This is an optimization exercise on Yosys and OpenROAD, whose aim is small area, not a production implementation.
Where RTL was checked, it was by simulation tests only, not by an equivalence proof against the original.
Power and IR drop assume default switching activity.

==> 12-18: inputs <==
## calc_logic
module calc_logic(
   input clk,
   input rst,
   input [4:0] keycode,
   input newkey,
   output [15:0] Xdisplay,
   output LED_NEG_digit,
   output LED_OVW
   );
clock: 8.0 ns
lec_check: 0
cap_margin: 20
core_margin: 2
core_utilization: 40
gpl_timing_driven: 0
slew_margin: 20
synth_hierarchical: 1
synth_minimum_keep_size: 0
standard.sh (not shown) runs the stock make flow with config.mk's settings and CLKGATE_MAP_FILE= SYNTH_SCRIPT=/design/flow/synth_recipe.tcl, a recipe that flattens the netlist after the stock synthesis.
==> flow/flow/run.sh <==
#!/bin/bash
# Standard ORFS layout (the standard.sh, standard synthesis unchanged) with two
# layout-only tweaks: plain buf_1 port buffers and no CTS dummy loads.
set -euo pipefail
bash standard.sh \
  "BUFFER_PORTS_ARGS=-buffer_cell sky130_fd_sc_hd__buf_1" \
  "CTS_ARGS=-sink_clustering_enable -repair_clock_nets -buf_list sky130_fd_sc_hd__clkbuf_8 -dont_use_dummy_load" \
  finish > flow_make.log 2>&1
==> 04-17 (differences from 12-18) <==
--- a/flow/design.v
+++ b/flow/design.v
@@ -24,32 +24,27 @@
    wire hold   = ~newkey | (keycode == 5'b00000) | (keycode == 5'b00101) |
                  (keycode == 5'b00110) | (keycode == 5'b00111) |
                  (keycode == 5'b01101) | (keycode == 5'b01110) |
                  (keycode == 5'b01111) | (equals & (OP == 2'b00));
    wire ysel   = eq_add | eq_sub;
    wire c_one  = hold | eq_add | eq_sub | chs;    
    wire c_neg  = eq_sub | chs;                    
-   wire [8:0] neg, onen, twon, e_onen, e_twon;
-   wire one2_topn;
+   wire [8:0] one, two, neg;
+   wire one2_top;
    wire [3:0] C = ({4{ysel}} & Y[3:0]) | ({4{digit}} & keycode[3:0]);
    wire [17:0] B = ({18{sqr}} & X) | ({18{eq_mul}} & Y);
-   wire [18:0] Bx = {B, 1'b0};
-   genvar gj;
-   generate for (gj = 0; gj < 9; gj = gj + 1) begin : g_enc
-      wire d21;
-      calc_xnor2 u_one (.a(Bx[2*gj+1]), .b(Bx[2*gj]), .y(e_onen[gj]));
-      calc_xor2  u_d21 (.a(Bx[2*gj+2]), .b(Bx[2*gj+1]), .y(d21));
-      calc_nand2 u_two (.a(e_onen[gj]), .b(d21), .y(e_twon[gj]));
-   end endgenerate
-   assign onen = e_onen & ~{6'b0, digit, 1'b0, c_one};
-   assign twon = e_twon;
-   assign neg = {B[17], B[15], B[13], B[11], B[9], B[7], B[5], B[3], B[1]} | {8'b0, c_neg};
-   assign one2_topn = e_onen[2];
+   wire [8:0] e_one, e_two, e_neg;
+   calc_benc u_enc (.b(B), .one(e_one), .two(e_two), .neg(e_neg));
+   assign one = e_one | {6'b0, digit, 1'b0, c_one};
+   assign two = e_two;
+   assign neg = e_neg | {8'b0, c_neg};
+   assign one2_top = e_one[2];
    wire [17:0] nX = ~X;
-   wire [8:0] one = ~onen, two = ~twon;
+   wire [8:0] onen = ~one, twon = ~two;
+   wire one2_topn = ~one2_top;
    wire p1, sl2, cn3, p4, sl5, p6, sl7, p8, sl9, p10, sl11, p12, sl13, p14, sl15, p16, sl17, p18, sl19, p20, sl21, p22, sl23, p24, sl25, p26, sl27, p28, sl29, p30, sl31, p32, sl33, p34, sl35, p36, sl37, p38, sl39, cn40, m41, m42, p43, sl44, p45, p46, p47, p48, p49, p50, p51, p52, p53, p54, p55, p56, p57, p58, p59, sl60, cn61, p62, sl63, p64, sl65, p66, sl67, p68, sl69, p70, sl71, p72, sl73, p74, sl75, p76, sl77, p78, sl79, p80, sl81, p82, sl83, p84, sl85, p86, sl87, p88, sl89, cn90, p91, sl92, p93, sl94, p95, sl96, p97, sl98, p99, sl100, p101, sl102, p103, sl104, p105, sl106, p107, sl108, p109, sl110, p111, sl112, p113, sl114, cn115, p116, sl117, p118, sl119, p120, sl121, p122, sl123, p124, sl125, p126, sl127, p128, sl129, p130, sl131, p132, sl133, p134, sl135, cn136, p137, sl138, p139, sl140, p141, sl142, p143, sl144, p145, sl146, p147, sl148, p149, sl150, p151, sl152, cn153, p154, sl155, p156, sl157, p158, sl159, p160, sl161, p162, sl163, p164, sl165, cn166, p167, sl168, p169, sl170, p171, sl172, p173, sl174, cn175, p176, sl177, x178, s179, c180, s181, c182, s183, c184, s185, c186, s187, c188, s189, c190, s191, c192, s193, c194, s195, c196, s197, c198, s199, c200, s201, c202, x203, x204, x205, s206, c207, s208, c209, s210, c211, s212, c213, s214, c215, s216, c217, s218, c219, s220, c221, s222, c223, s224, c225, s226, c227, s228, c229, s230, c231, s232, c233, s234, c235, s236, c237, s238, c239, s240, c241, x242, x243, s244, c245, s246, c247, s248, c249, s250, c251, s252, c253, s254, c255, s256, c257, s258, c259, s260, c261, s262, c263, s264, c265, s266, c267, x268, s269, c270, s271, c272, s273, c274, s275, c276, s277, c278, s279, c280, s281, c282, s283, c284, s285, c286, s287, c288, s289, c290, s291, c292, s293, c294, s295, c296, s297, c298, s299, c300, x301, s302, c303, s304, c305, s306, c307, s308, c309, s310, c311, s312, c313, s314, c315, s316, c317, s318, c319, s320, c321, s322, c323, s324, c325, s326, c327, s328, c329, s330, c331, s332, c333, s334, c335, x336, g337, g338, q339, g340, q341, g342, q343, g344, q345, g346, g347, q348, g349, g350, g351, g352, g353, g354, g355, x356, x357, x358, x359, x360, x361, x362, x363, x364, x365;
    calc_nor2 u_bs0_0 (.a(onen[0]), .b(nX[0]), .y(sl2));
    assign cn3 = neg[0] & ~sl2;
    calc_o22ai u_bs1_0 (.a1(onen[0]), .a2(nX[1]), .b1(twon[0]), .b2(nX[0]), .y(sl5));
    assign p4 = sl5 ^ neg[0];
    calc_o22ai u_bs2_0 (.a1(onen[0]), .a2(nX[2]), .b1(twon[0]), .b2(nX[1]), .y(sl7));
    assign p6 = sl7 ^ neg[0];
@@ -356,23 +351,14 @@
 module calc_ha(input a, input b, output s, output co);
    assign s = a ^ b;
    assign co = a & b;
 endmodule
 module calc_bsel(input one, input two, input neg, input x1, input x2, output p);
    assign p = ((one & x1) | (two & x2)) ^ neg;
 endmodule
-module calc_xnor2(input a, input b, output y);
-   assign y = ~(a ^ b);
-endmodule
-module calc_xor2(input a, input b, output y);
-   assign y = a ^ b;
-endmodule
-module calc_nand2(input a, input b, output y);
-   assign y = ~(a & b);
-endmodule
 module calc_nor2(input a, input b, output y);
    assign y = ~(a | b);
 endmodule
 module calc_o22ai(input a1, input a2, input b1, input b2, output y);
    assign y = ~((a1 | a2) & (b1 | b2));
 endmodule
 module calc_ao22n(input a1, input b1, input a2, input b2, output y);
==> flow/flow/run.sh (replaced) <==
#!/bin/bash
# Standard ORFS layout (the standard.sh, standard synthesis unchanged) with three
# layout-only tweaks: plain buf_1 port buffers, no CTS dummy loads, and a power/area
# recovery pass (downsizing of gates off the critical path) after global routing.
set -euo pipefail
bash standard.sh \
  "BUFFER_PORTS_ARGS=-buffer_cell sky130_fd_sc_hd__buf_1" \
  "CTS_ARGS=-sink_clustering_enable -repair_clock_nets -buf_list sky130_fd_sc_hd__clkbuf_8 -dont_use_dummy_load" \
  "RECOVER_POWER=100" \
  finish > flow_make.log 2>&1
Settings changed: GPL_TIMING_DRIVEN 0 to unset.
==> 08-23 (differences from 12-18) <==
--- a/flow/design.v
+++ b/flow/design.v
@@ -24,32 +24,27 @@
    wire hold   = ~newkey | (keycode == 5'b00000) | (keycode == 5'b00101) |
                  (keycode == 5'b00110) | (keycode == 5'b00111) |
                  (keycode == 5'b01101) | (keycode == 5'b01110) |
                  (keycode == 5'b01111) | (equals & (OP == 2'b00));
    wire ysel   = eq_add | eq_sub;
    wire c_one  = hold | eq_add | eq_sub | chs;    
    wire c_neg  = eq_sub | chs;                    
-   wire [8:0] neg, onen, twon, e_onen, e_twon;
-   wire one2_topn;
+   wire [8:0] one, two, neg;
+   wire one2_top;
    wire [3:0] C = ({4{ysel}} & Y[3:0]) | ({4{digit}} & keycode[3:0]);
    wire [17:0] B = ({18{sqr}} & X) | ({18{eq_mul}} & Y);
-   wire [18:0] Bx = {B, 1'b0};
-   genvar gj;
-   generate for (gj = 0; gj < 9; gj = gj + 1) begin : g_enc
-      wire d21;
-      calc_xnor2 u_one (.a(Bx[2*gj+1]), .b(Bx[2*gj]), .y(e_onen[gj]));
-      calc_xor2  u_d21 (.a(Bx[2*gj+2]), .b(Bx[2*gj+1]), .y(d21));
-      calc_nand2 u_two (.a(e_onen[gj]), .b(d21), .y(e_twon[gj]));
-   end endgenerate
-   assign onen = e_onen & ~{6'b0, digit, 1'b0, c_one};
-   assign twon = e_twon;
-   assign neg = {B[17], B[15], B[13], B[11], B[9], B[7], B[5], B[3], B[1]} | {8'b0, c_neg};
-   assign one2_topn = e_onen[2];
+   wire [8:0] e_onen, e_twon, e_neg;
+   calc_benc u_enc (.b(B), .onen(e_onen), .twon(e_twon), .neg(e_neg));
+   wire [8:0] onen = e_onen & ~{6'b0, digit, 1'b0, c_one};
+   wire [8:0] twon = e_twon;
+   assign one = ~onen;
+   assign two = ~twon;
+   assign neg = e_neg | {8'b0, c_neg};
+   wire one2_topn = e_onen[2];
    wire [17:0] nX = ~X;
-   wire [8:0] one = ~onen, two = ~twon;
    wire p1, sl2, cn3, p4, sl5, p6, sl7, p8, sl9, p10, sl11, p12, sl13, p14, sl15, p16, sl17, p18, sl19, p20, sl21, p22, sl23, p24, sl25, p26, sl27, p28, sl29, p30, sl31, p32, sl33, p34, sl35, p36, sl37, p38, sl39, cn40, m41, m42, p43, sl44, p45, p46, p47, p48, p49, p50, p51, p52, p53, p54, p55, p56, p57, p58, p59, sl60, cn61, p62, sl63, p64, sl65, p66, sl67, p68, sl69, p70, sl71, p72, sl73, p74, sl75, p76, sl77, p78, sl79, p80, sl81, p82, sl83, p84, sl85, p86, sl87, p88, sl89, cn90, p91, sl92, p93, sl94, p95, sl96, p97, sl98, p99, sl100, p101, sl102, p103, sl104, p105, sl106, p107, sl108, p109, sl110, p111, sl112, p113, sl114, cn115, p116, sl117, p118, sl119, p120, sl121, p122, sl123, p124, sl125, p126, sl127, p128, sl129, p130, sl131, p132, sl133, p134, sl135, cn136, p137, sl138, p139, sl140, p141, sl142, p143, sl144, p145, sl146, p147, sl148, p149, sl150, p151, sl152, cn153, p154, sl155, p156, sl157, p158, sl159, p160, sl161, p162, sl163, p164, sl165, cn166, p167, sl168, p169, sl170, p171, sl172, p173, sl174, cn175, p176, sl177, x178, s179, c180, s181, c182, s183, c184, s185, c186, s187, c188, s189, c190, s191, c192, s193, c194, s195, c196, s197, c198, s199, c200, s201, c202, x203, x204, x205, s206, c207, s208, c209, s210, c211, s212, c213, s214, c215, s216, c217, s218, c219, s220, c221, s222, c223, s224, c225, s226, c227, s228, c229, s230, c231, s232, c233, s234, c235, s236, c237, s238, c239, s240, c241, x242, x243, s244, c245, s246, c247, s248, c249, s250, c251, s252, c253, s254, c255, s256, c257, s258, c259, s260, c261, s262, c263, s264, c265, s266, c267, x268, s269, c270, s271, c272, s273, c274, s275, c276, s277, c278, s279, c280, s281, c282, s283, c284, s285, c286, s287, c288, s289, c290, s291, c292, s293, c294, s295, c296, s297, c298, s299, c300, x301, s302, c303, s304, c305, s306, c307, s308, c309, s310, c311, s312, c313, s314, c315, s316, c317, s318, c319, s320, c321, s322, c323, s324, c325, s326, c327, s328, c329, s330, c331, s332, c333, s334, c335, x336, g337, g338, q339, g340, q341, g342, q343, g344, q345, g346, g347, q348, g349, g350, g351, g352, g353, g354, g355, x356, x357, x358, x359, x360, x361, x362, x363, x364, x365;
    calc_nor2 u_bs0_0 (.a(onen[0]), .b(nX[0]), .y(sl2));
    assign cn3 = neg[0] & ~sl2;
    calc_o22ai u_bs1_0 (.a1(onen[0]), .a2(nX[1]), .b1(twon[0]), .b2(nX[0]), .y(sl5));
    assign p4 = sl5 ^ neg[0];
    calc_o22ai u_bs2_0 (.a1(onen[0]), .a2(nX[2]), .b1(twon[0]), .b2(nX[1]), .y(sl7));
    assign p6 = sl7 ^ neg[0];
@@ -336,43 +331,34 @@
       end else begin
          X <= nextX;
          if (optr | clra) OP <= clra ? 2'b00 : keycode[1:0];
       end
    always @(posedge clk)
       if (optr) Y <= X;
 endmodule
-module calc_benc(input [17:0] b, output [8:0] one, output [8:0] two, output [8:0] neg);
+module calc_benc(input [17:0] b, output [8:0] onen, output [8:0] twon, output [8:0] neg);
    wire [18:0] bb = {b, 1'b0};
    genvar j;
    generate for (j = 0; j < 9; j = j + 1) begin : g_enc
-      assign one[j] = bb[2*j+1] ^ bb[2*j];
-      assign two[j] = (bb[2*j+2] & ~bb[2*j+1] & ~bb[2*j]) | (~bb[2*j+2] & bb[2*j+1] & bb[2*j]);
+      assign onen[j] = ~(bb[2*j+1] ^ bb[2*j]);
+      assign twon[j] = ~((bb[2*j+2] & ~bb[2*j+1] & ~bb[2*j]) | (~bb[2*j+2] & bb[2*j+1] & bb[2*j]));
       assign neg[j] = bb[2*j+2];
    end endgenerate
 endmodule
 module calc_fa(input a, input b, input c, output s, output co);
    assign s = a ^ b ^ c;
    assign co = (a & b) | (a & c) | (b & c);
 endmodule
 module calc_ha(input a, input b, output s, output co);
    assign s = a ^ b;
    assign co = a & b;
 endmodule
 module calc_bsel(input one, input two, input neg, input x1, input x2, output p);
    assign p = ((one & x1) | (two & x2)) ^ neg;
 endmodule
-module calc_xnor2(input a, input b, output y);
-   assign y = ~(a ^ b);
-endmodule
-module calc_xor2(input a, input b, output y);
-   assign y = a ^ b;
-endmodule
-module calc_nand2(input a, input b, output y);
-   assign y = ~(a & b);
-endmodule
 module calc_nor2(input a, input b, output y);
    assign y = ~(a | b);
 endmodule
 module calc_o22ai(input a1, input a2, input b1, input b2, output y);
    assign y = ~((a1 | a2) & (b1 | b2));
 endmodule
 module calc_ao22n(input a1, input b1, input a2, input b2, output y);
==> flow/flow/run.sh (replaced) <==
#!/bin/bash
# Standard ORFS layout (the standard.sh, standard synthesis unchanged) with three
# layout-only tweaks: plain buf_1 port buffers, no CTS dummy loads, and a power/area
# recovery pass (downsizing of gates off the critical path) after global routing.
set -euo pipefail
bash standard.sh \
  "BUFFER_PORTS_ARGS=-buffer_cell sky130_fd_sc_hd__buf_1" \
  "CTS_ARGS=-sink_clustering_enable -repair_clock_nets -buf_list sky130_fd_sc_hd__clkbuf_8 -dont_use_dummy_load" \
  "RECOVER_POWER=100" \
  finish > flow_make.log 2>&1
Settings changed: GPL_TIMING_DRIVEN 0 to unset.
==> impl_results.rst <==
.. list-table::
   :header-rows: 1

   * - Metric
     - Value
   * - Core area
     - 0.0121 mm^2
   * - Startpoint of the most critical hold path
     - X[0]
   * - Max-slew headroom
     - 32.9%
   * - Internal power contribution
     - 0.698 mW
   * - Cell count after placement
     - 678
   * - Result of the run
     - timing/DRC/antenna clean
   * - Hold slack final
     - 0.513 ns
   * - Synthesized netlist cell count
     - 485
   * - Multi-input gate share of total cell area
     - 69.6%
   * - Sum of internal, switching and leakage power
     - 1.39 mW
   * - IR Drop Worst-Case VDD
     - 0.184 mV
   * - Final routed wirelength across all metal layers
     - 14300 um
   * - Worst Slack Setup Final
     - 0.261 ns
   * - Routed metal-1 wire length
     - 6420 um
# the run above: 12-18

==> impl_results.rst <==
.. list-table::
   :header-rows: 1

   * - Metric
     - Value
   * - Routed metal-1 wire length
     - 5640 um
   * - Internal power contribution
     - 0.516 mW
   * - Result of the run
     - timing/DRC/antenna clean
   * - IR Drop Worst-Case VDD
     - 0.0588 mV
   * - Multi-input gate share of total cell area
     - 68.7%
   * - Leakage power figure
     - 2.52 nW
   * - Final routed wirelength across all metal layers
     - 13000 um
   * - Power share of the clock group
     - 12.2%
   * - Cell count after placement
     - 639
   * - Most frequently used cell type in the post-synthesis netlist
     - sky130_fd_sc_hd__o22ai_1
   * - Core area
     - 0.0120 mm^2
   * - Hold slack final
     - 0.521 ns
   * - Startpoint of the most critical hold path
     - X[16]
   * - Worst Slack Setup Final
     - 0.416 ns
   * - Type of destination of the critical path
     - register
# the run above: 08-23

==> impl_results.rst <==
.. list-table::
   :header-rows: 1

   * - Metric
     - Value
   * - Result of the run
     - timing/DRC/antenna clean
   * - Hold slack final
     - 0.524 ns
   * - Critical path class
     - in -> reg
   * - Routed metal-1 wire length
     - 6000 um
   * - Max-slew headroom
     - 37.3%
   * - Multi-input gate share of total cell area
     - 68.7%
   * - Worst Slack Setup Final
     - 0.436 ns
   * - Sum of internal, switching and leakage power
     - 1.00 mW
   * - Synthesized netlist cell count
     - 480
   * - Core area
     - 0.0121 mm^2
   * - Startpoint of the most critical hold path
     - X[0]
   * - Cell count after placement
     - 666
   * - Final routed wirelength across all metal layers
     - 14000 um
   * - Internal power contribution
     - 0.521 mW
# the run above: 04-17

No functional check of the RTL was part of 12-18.

-- static timing again, ports no longer ideal --
How much do the figures lean on ideal ports? The routed layouts below were timed once more, with nothing changed but the port constraints.
Step 1, drivers: a clkbuf_16 drives clk and a buf_2 each remaining input, both assumed.
Step 2 moves the port delays by t, midway between the first and last clock arrival at a register: inputs arrive t later, outputs are due t later. That takes back most of the time a late clock gives input paths.
Three values: ideal, step 1, step 2; two values: the first two.
| run | t, ns | slack for setup (ns) | worst hold slack (ns) | worst setup path at the end | worst register clock-pin slew, ns |
|---|---|---|---|---|---|
| 12-18 | 0.331 | 0.261 / 0.270 / -0.061 | 0.513 / 0.513 / 0.513 | input to register | 0.08 / 0.08 |
| 04-17 | 0.320 | 0.436 / 0.443 / 0.123 | 0.524 / 0.524 / 0.524 | input to register | 0.08 / 0.08 |
| 08-23 | 0.322 | 0.416 / 0.428 / 0.106 | 0.521 / 0.521 / 0.521 | input to register | 0.08 / 0.08 |
With both steps, setup timing fails in 12-18, where it was met with ideal ports. For 12-18, which loses most, drivers alone change the setup slack by +0.009 ns; drivers and shift together by -0.322 ns.
